Source: an optimization exercise on an open RTL-to-GDS flow (aim: small area and a short achievable clock period). Production flows keep margins and buffers that such runs may drop. Only simulation tests tie the RTL to the original design; equivalence was not proved. No activity file was given, so power comes from the tool's default toggle rates.

--- run.sh ---
#!/bin/bash
# synth_recipe.tcl (not shown) runs the flow's synth.tcl, then flattens the netlist and writes it again
# the make line also repeats each setting of config.mk as NAME=value (left out here)
make -C /OpenROAD-flow-scripts/flow DESIGN_CONFIG=/design/flow/config.mk WORK_HOME=/design/flow/orfs CLKGATE_MAP_FILE= SYNTH_SCRIPT=/design/flow/synth_recipe.tcl finish
--- config.mk ---
export PLATFORM = sky130hd
export DESIGN_NAME = M216A_TopModule
export DESIGN_NICKNAME = M216A_TopModule
export VERILOG_FILES = /design/flow/design.v
export SDC_FILE = /design/flow/constraint.sdc
export NUM_CORES = 4
export LEC_CHECK = 0
export CAP_MARGIN = 20
export CORE_MARGIN = 2
export CORE_UTILIZATION = 40
export SLEW_MARGIN = 20
--- constraint.sdc ---
create_clock -name core_clock -period 4.0 [get_ports {clk_i}]
set_input_delay 0.8000 -clock core_clock [delete_from_list [all_inputs] [get_ports {clk_i}]]
set_output_delay 0.8000 -clock core_clock [all_outputs]
set_load 0.01 [all_outputs]
--- design.v ---
module height_to_id (
    input  wire [4:0] strip_height_i,  
    output reg  [3:0] strip_id_o  
);
    always @(*) begin
        if ((9 <= strip_height_i) && (strip_height_i <= 12)) begin  
            strip_id_o = (strip_height_i << 1) - 15;  
        end else if ((4 <= strip_height_i) && (strip_height_i <= 7)) begin  
            strip_id_o = -(strip_height_i << 1) + 18;  
        end else begin  
            strip_id_o = 4'd0;  
        end
    end
endmodule
module program_height_to_id (
    input  wire [4:0] program_height_i,  
    output reg  [3:0] strip_id_0_o,  
    output reg  [3:0] strip_id_1_o,  
    output reg  [3:0] strip_id_2_o  
);
    wire [3:0] strip_id_h0;
    wire [3:0] strip_id_h1;
    height_to_id hti_0 (
        .strip_height_i(program_height_i),
        .strip_id_o(strip_id_h0)
    );
    height_to_id hti_1 (
        .strip_height_i(program_height_i + 5'b1),
        .strip_id_o(strip_id_h1)
    );
    always @(*) begin
        if (program_height_i == 8) begin  
            strip_id_0_o = 4'd1;  
            strip_id_1_o = 4'd2;
            strip_id_2_o = strip_id_h1;
        end else if (program_height_i == 7) begin  
            strip_id_0_o = strip_id_h0;  
            strip_id_1_o = 4'd1;  
            strip_id_2_o = 4'd2;
        end else if (program_height_i >= 13) begin  
            strip_id_0_o = 4'd13;  
            strip_id_1_o = 4'd12;
            strip_id_2_o = 4'd11;
        end else begin
            strip_id_0_o = strip_id_h0;  
            strip_id_1_o = (program_height_i == 12) ? 4'd0 : strip_id_h1;  
            strip_id_2_o = 4'd0;  
        end
    end
endmodule
module latency #(
    parameter LENGTH = 5,  
    parameter WIDTH = 8  
) (
    input  wire clk,
    input  wire rst,
    input  wire [WIDTH-1:0] in,
    output wire [WIDTH-1:0] out
);
    reg [WIDTH-1:0] ff_chain [LENGTH-1:0];    
    integer i;
    always @(posedge clk) begin
        if(rst) begin
            for (i = 0; i < LENGTH; i=i+1) begin
                ff_chain[i] <= 8'b0;
            end
        end else begin
            ff_chain[0] <= in;
            for (i = 1; i < LENGTH; i=i+1) begin
                ff_chain[i] <= ff_chain[i-1];
            end
        end
    end
    assign out = ff_chain[LENGTH-1];
endmodule
module least_strip #(
    parameter MAX_WIDTH = 128
) (
    input  wire       clk_i,
    input  wire       rst_i,
    input  wire [3:0] strip_id_0_i,
    input  wire [7:0] strip_width_0_i,
    input  wire [3:0] strip_id_1_i,
    input  wire [7:0] strip_width_1_i,
    input  wire [3:0] strip_id_2_i,
    input  wire [7:0] strip_width_2_i,
    output reg [3:0] strip_id_o,
    output reg [7:0] strip_width_o
);
    reg id_0_smallest_reg, id_1_smallest_reg, id_2_smallest_reg;
    always @(posedge clk_i) begin
        if(rst_i) begin
            id_0_smallest_reg <= 1'b0;
            id_1_smallest_reg <= 1'b0;
            id_2_smallest_reg <= 1'b0;
            strip_id_o <= 4'b0;
            strip_width_o <= MAX_WIDTH;
        end else begin
            id_0_smallest_reg <= (strip_width_0_i <= strip_width_1_i) && (strip_width_0_i <= strip_width_2_i);
            id_1_smallest_reg <= (strip_width_1_i <= strip_width_0_i) && (strip_width_1_i <= strip_width_2_i);
            id_2_smallest_reg <= (strip_width_2_i <= strip_width_0_i) && (strip_width_2_i <= strip_width_1_i);
            if (id_0_smallest_reg) begin
                strip_id_o <= strip_id_0_i;
                strip_width_o <= strip_width_0_i;
            end else if (id_1_smallest_reg) begin
                strip_id_o <= strip_id_1_i;
                strip_width_o <= strip_width_1_i;
            end else if (id_2_smallest_reg) begin
                strip_id_o <= strip_id_2_i;
                strip_width_o <= strip_width_2_i;
            end else begin
                strip_id_o <= 4'b0;  
                strip_width_o <= MAX_WIDTH;  
            end
        end
    end
endmodule
module id_to_y (
    input  wire [3:0] strip_id_i,  
    output reg  [7:0] y_o  
);
    always @(*) begin
        if ((1 <= strip_id_i) && (strip_id_i <= 11)) begin
            if (strip_id_i[0] == 1'b1) begin  
                y_o = (strip_id_i - 1) << 3;
            end else begin  
                y_o = (strip_id_i << 3) - (9 - (strip_id_i >> 1));
            end
        end else if ((12 <= strip_id_i) && (strip_id_i <= 13)) begin  
            y_o = (strip_id_i << 4) - 96;
        end else begin
            y_o = 0;  
        end
    end
endmodule
module M216A_TopModule(
    input  wire       clk_i,
    input  wire       rst_i,
    input  wire [4:0] width_i,
    input  wire [4:0] height_i,
    output wire [7:0] index_x_o,
    output wire [7:0] index_y_o,
    output wire [3:0] strike_o
);
    localparam MAX_WIDTH = 128;
    localparam MAX_HEIGHT = 128;
    localparam CYCLES_PER_PROGRAM = 4;
    localparam OUTPUT_LATENCY = 8;
    wire valid_program = (width_i > 0) && (height_i > 0);
    reg started;
    always @(posedge clk_i) begin
        if(rst_i) begin
            started <= 1'b0;
        end else if (valid_program) begin
            started <= 1'b1;
        end
    end
    wire active = valid_program | started;
    reg [2:0] counter;
    wire [2:0] program_cycle = counter + active;
    always @(posedge clk_i) begin
        if(rst_i) begin
            counter <= 0;
        end else if (active) begin
            counter <= (counter >= CYCLES_PER_PROGRAM - 1) ? 0 : counter + 1;
        end
    end
    reg [4:0] width_i_reg, height_i_reg;
    always @(posedge clk_i) begin
        if(rst_i) begin
            width_i_reg <= 5'b0;
            height_i_reg <= 5'b0;
        end else if (program_cycle == 1) begin
            width_i_reg <= width_i;
            height_i_reg <= height_i;
        end
    end
    wire [4:0] delayed_width_i_reg, delayed_height_i_reg;
    latency #(
        .LENGTH(2),
        .WIDTH(10)
    ) latency_width_i (
        .clk(clk_i),
        .rst(rst_i),
        .in({width_i_reg, height_i_reg}),
        .out({delayed_width_i_reg, delayed_height_i_reg})
    );
    wire [4:0] extra_delayed_width_i_reg;
    latency #(
        .LENGTH(1),
        .WIDTH(5)
    ) latency_delayed_width_i_reg (
        .clk(clk_i),
        .rst(rst_i),
        .in(delayed_width_i_reg),
        .out(extra_delayed_width_i_reg)
    );
    reg [7:0] strip_widths [13:0];
    wire [3:0] strip_id_0, strip_id_1, strip_id_2;
    reg  [3:0] strip_id_0_reg, strip_id_1_reg, strip_id_2_reg;  
    program_height_to_id program_height_to_id_0 (
        .program_height_i(delayed_height_i_reg),
        .strip_id_0_o(strip_id_0),
        .strip_id_1_o(strip_id_1),
        .strip_id_2_o(strip_id_2)
    );
    always @(posedge clk_i) begin
        if(rst_i) begin
            strip_id_0_reg <= 4'b0;
            strip_id_1_reg <= 4'b0;
            strip_id_2_reg <= 4'b0;
        end else if (program_cycle == 4) begin
            strip_id_0_reg <= strip_id_0;
            strip_id_1_reg <= strip_id_1;
            strip_id_2_reg <= strip_id_2;
        end
    end
    wire [3:0] chosen_strip_id_reg;
    wire [7:0] chosen_strip_width_reg;
    least_strip #(
        .MAX_WIDTH(MAX_WIDTH)
    ) least_strip_0 (
        .clk_i(clk_i),
        .rst_i(rst_i),
        .strip_id_0_i(strip_id_0_reg),
        .strip_width_0_i(strip_widths[strip_id_0_reg]),
        .strip_id_1_i(strip_id_1_reg),
        .strip_width_1_i(strip_widths[strip_id_1_reg]),
        .strip_id_2_i(strip_id_2_reg),
        .strip_width_2_i(strip_widths[strip_id_2_reg]),
        .strip_id_o(chosen_strip_id_reg),
        .strip_width_o(chosen_strip_width_reg)
    );
    wire [7:0] new_width = chosen_strip_width_reg + extra_delayed_width_i_reg;
    reg  [7:0] new_width_reg;
    always @(posedge clk_i) begin
        if(rst_i) begin
            new_width_reg <= MAX_WIDTH;
        end else if (program_cycle == 3) begin
            new_width_reg <= new_width;
        end
    end
    wire place_program = (chosen_strip_id_reg != 0) & (new_width_reg <= MAX_WIDTH);
    integer i;
    always @(posedge clk_i) begin
        if(rst_i) begin
            for (i = 1; i <= 13; i=i+1) begin
                strip_widths[i] <= 8'b0;
            end
            strip_widths[0] <= MAX_WIDTH[7:0];
        end else if (program_cycle == 4) begin
            if (place_program) begin
                strip_widths[chosen_strip_id_reg] <= new_width_reg;
            end
        end
    end
    wire [7:0] strip_y_position;
    id_to_y ity_0 (
        .strip_id_i(chosen_strip_id_reg),
        .y_o(strip_y_position)
    );
    reg [7:0] index_x_o_reg;
    reg [7:0] index_y_o_reg;
    reg [3:0] strike_o_reg;
    always @(posedge clk_i) begin
        if(rst_i) begin
            index_x_o_reg <= 8'b0;
            index_y_o_reg <= 8'b0;
            strike_o_reg <= 4'b0;
        end else if (program_cycle == 4) begin
            if (place_program) begin
                index_x_o_reg <= chosen_strip_width_reg;
                index_y_o_reg <= strip_y_position;
            end else if (chosen_strip_id_reg != 0) begin
                index_x_o_reg <= MAX_WIDTH;
                index_y_o_reg <= MAX_HEIGHT;
                strike_o_reg <= strike_o_reg + 1;
            end
        end
    end
    assign index_x_o = index_x_o_reg;
    assign index_y_o = index_y_o_reg;
    assign strike_o = strike_o_reg;
endmodule
==> impl_metrics.csv <==
group,metric,value,unit
global_route,antenna_found_initial,0,
timing,slew_viol_final,0,
timing,tightest_slew,1060,ps
global_route,gr-usage-all-layers,0.232,
critical_path,worst_setup_path_end_kind,"flip-flop",
pwr,ir_drop,375,uV
route,dr.pass1.iters,6,
logic_synthesis,synthCells,1071,
critical_path,path_max_fanout,5,
global_route,grt_max_degree,39,
logic_synthesis,synth_commonest_cells,"edfxtp_1, dfxtp_1, mux4_2",
flow_run,cap_violations,0,
logic_synthesis,avgSynthCellArea,12.0,sq um
timing,period_share,0.928,
timing,skew,8.18,ps
logic_synthesis,synth_edf_count,128,
cells_and_area,largest_registers,"strip_widths: 128 flops, latency_width_i.ff_chain: 20 flops",
pwr,p_per_area,412,nW/um^2
logic_synthesis,synth_most_common_cell,"edfxtp_1",
cells_and_area,regMostFlops,"strip_widths",
placement,dp.cells,1516,
placement,place_congestion,0.950,
cells_and_area,stdcell_count,1565,
pwr,p_leak,5.69,nW
cells_and_area,drive_gt1_frac,0.208,
critical_path,worstSetupPathType,"input port to flip-flop",
global_route,grt_pass1_wl,57.5,mm
die,die_area,33700,sq um
route,first_iter_violations,876,
cells_and_area,largest_reg_flops,128,
timing,worst_slack,290,ps
die,ioPinCount,32,
pwr,power,0.00622,W
clock_tree,cts_root_buf,"clkbuf_16",
route,wl,38.3,mm
logic_synthesis,synth_top_cell_by_area,"edfxtp_1",
timing,layout_min_cycle_time,3710,ps
min_path,hold_class,"flip-flop to flip-flop",
cells_and_area,fin_util,0.477,
placement,dp.final_hpwl,27.7,mm
timing,fmax,270,MHz
critical_path,worstPathArrival,3970,ps
route,avgRoutedWirePerCell,24.5,um
timing,totalNegativeSetupSlack,0,ps
timing,slew-limit-headroom,0.294,
route,vias,9251,
clock_tree,cts_tree,"yes",
timing,setup_viol,0,
global_route,grt_pass1_vias,9016,
clock_tree,clk_latency,540,ps
logic_synthesis,yosys-top-cells-area,"edfxtp_1, dfxtp_1, mux4_2",
timing,hold_violations,0,
die,placementRows,65,
clock_tree,cts.clk_slew.worst_paths,60,ps
critical_path,startpoint_type,"input port",
logic_synthesis,ys.flop_type,"edfxtp_1",
die,start_util,0.407,
logic_synthesis,yosysTopAreaCellShare,0.298,
cells_and_area,n_fill_cell,2824,
clock_tree,clockBufferDepth,3,
logic_synthesis,yosysSeqAreaShare,0.463,
logic_synthesis,synth_warnings,9,
logic_synthesis,syn-cell-area,12900,sq um
clock_tree,clock_sinks,234,
cells_and_area,nets,1208,
status,status,"complete, no violations",
logic_synthesis,ys_ff_latch,234,
clock_tree,hold_buffers,0,
die,core,31600,sq um
clock_tree,h-tree-depth,1,
cells_and_area,synthToLayoutAreaGrowth,17.2,%
clock_tree,cts_made_buffers,26,
timing,rsz0062_at_grt,"no",
route,ant_nets,0,
clock_tree,cts_setup_buffers,0,
logic_synthesis,synthArstFlopShare,0,
route,drc,0,
placement,place_ws,-267,ps
critical_path,worst_ep_required_time,4250,ps
global_route,gr-total-overflow,0,
die,fp.dieH,183,um
die,die_width,183,um
placement,portBuffers,31,
route,via_per_inst,5.91,
clock_tree,cts.repair.resized,0,
logic_synthesis,yosysUniqueCellTypes,64,
-- path summary, 6_finish.rpt --
path	startpoint	end	slack, ps	cells past startpoint
worst min register to register	latency_width_i.ff_chain[0][4]	latency_width_i.ff_chain[1][4]	440	1
worst max-delay path	width_i[1]	strip_widths[10][5]	290	14
worst max register to register	flip-flop	least_strip_0.id_0_smallest_reg	590	10
worst min-delay path	latency_width_i.ff_chain[0][4]	latency_width_i.ff_chain[1][4]	440	1
-- logic make-up after synthesis --
logic type,Yosys count,synth area share
multiplexers,142,0.202
other,2,0.000583
AND/OR/NAND/NOR,348,0.148
buffers and inverters,116,0.0371
AO/OA/AOI/OAI,160,0.0854
adder cells (fa/ha/maj),54,0.0530
XOR/XNOR,15,0.0102
flip-flops,234,0.463
-- worst max-delay path, cell delays in order --
cell             delay (ps)
clkdlybuf4s50_1         410
or4_1                   570
o22ai_1                 210
nand2b_1                100
ha_1                    210
ha_1                    300
nor2_1                  160
and3_1                  210
nand2_2                 120
buf_4                   170
nor3_1                  210
and3_1                  210
or2_1                   140
buf_4                   150
-- metal layers --
| layer | track usage | wire, um |
|---|---|---|
| met1 | 0.320 | 15900 |
| met2 | 0.359 | 17300 |
| met3 | 0.0412 | 3250 |
| met4 | 0.101 | 1820 |
| met5 | 0 | 0 |
-- cell type report --
type,instances,area (sq um),area share
antenna,1,2.50,0.000166
sequential,234,5970,0.396
clock buffer,34,753,0.0499
timing repair buffer,114,1040,0.0691
inverter,39,146,0.00970
multi-input combinational,727,6460,0.428
clock inverter,14,215,0.0143
tap,402,503,0.0333
-- where the power goes --
group          switching (W)  internal (W)
registers           0.000179       0.00265
clock network        0.00101       0.00165
logic               0.000390      0.000348
total                0.00157       0.00465
-- stage by stage --
step	instance area, sq um	hold WS, ps
after global routing	15100	467
after CTS	15100	439
after floorplan	12900	414
after global placement	14100	420
after detailed placement	14100	424
final	15100	435
-- placed cells by master, fill, tap and decap left out, types with 44 or more instances in the layout --
master      n
edfxtp_1  128
dfxtp_1   103
buf_4      75
and2_1     76
nor2_1     71
a21oi_1    49
mux2i_1    44
nor2b_1    45
mux4_2     94
ha_1       53

==> port drivers added, routing unchanged <==
How much do the figures lean on ideal ports? The routed layout below was timed once more, with nothing changed but the port constraints.
Step 1 (the two cells are an assumption about what drives the block):
set clk [get_ports {clk_i}]
set_driving_cell -lib_cell sky130_fd_sc_hd__clkbuf_16 $clk
set_driving_cell -lib_cell sky130_fd_sc_hd__buf_2 [delete_from_list [all_inputs] $clk]
Step 2 times the ports against the registers' clock, not the clock port: input delays grow and output delays shrink by t, the midpoint of the rising clock arrivals with the driver on.
a / b / c = ideal ports / drivers / drivers and shift; a / b = the first two.
t, ns: 0.585
setup WS [ns]: 0.290 / 0.315 / -0.270
hold slack, ns: 0.435 / 0.435 / 0.435
With both steps, setup timing fails in this run, where it was met with ideal ports. The setup slack of this run moves by +0.025 ns with the drivers and by -0.560 ns with both steps.
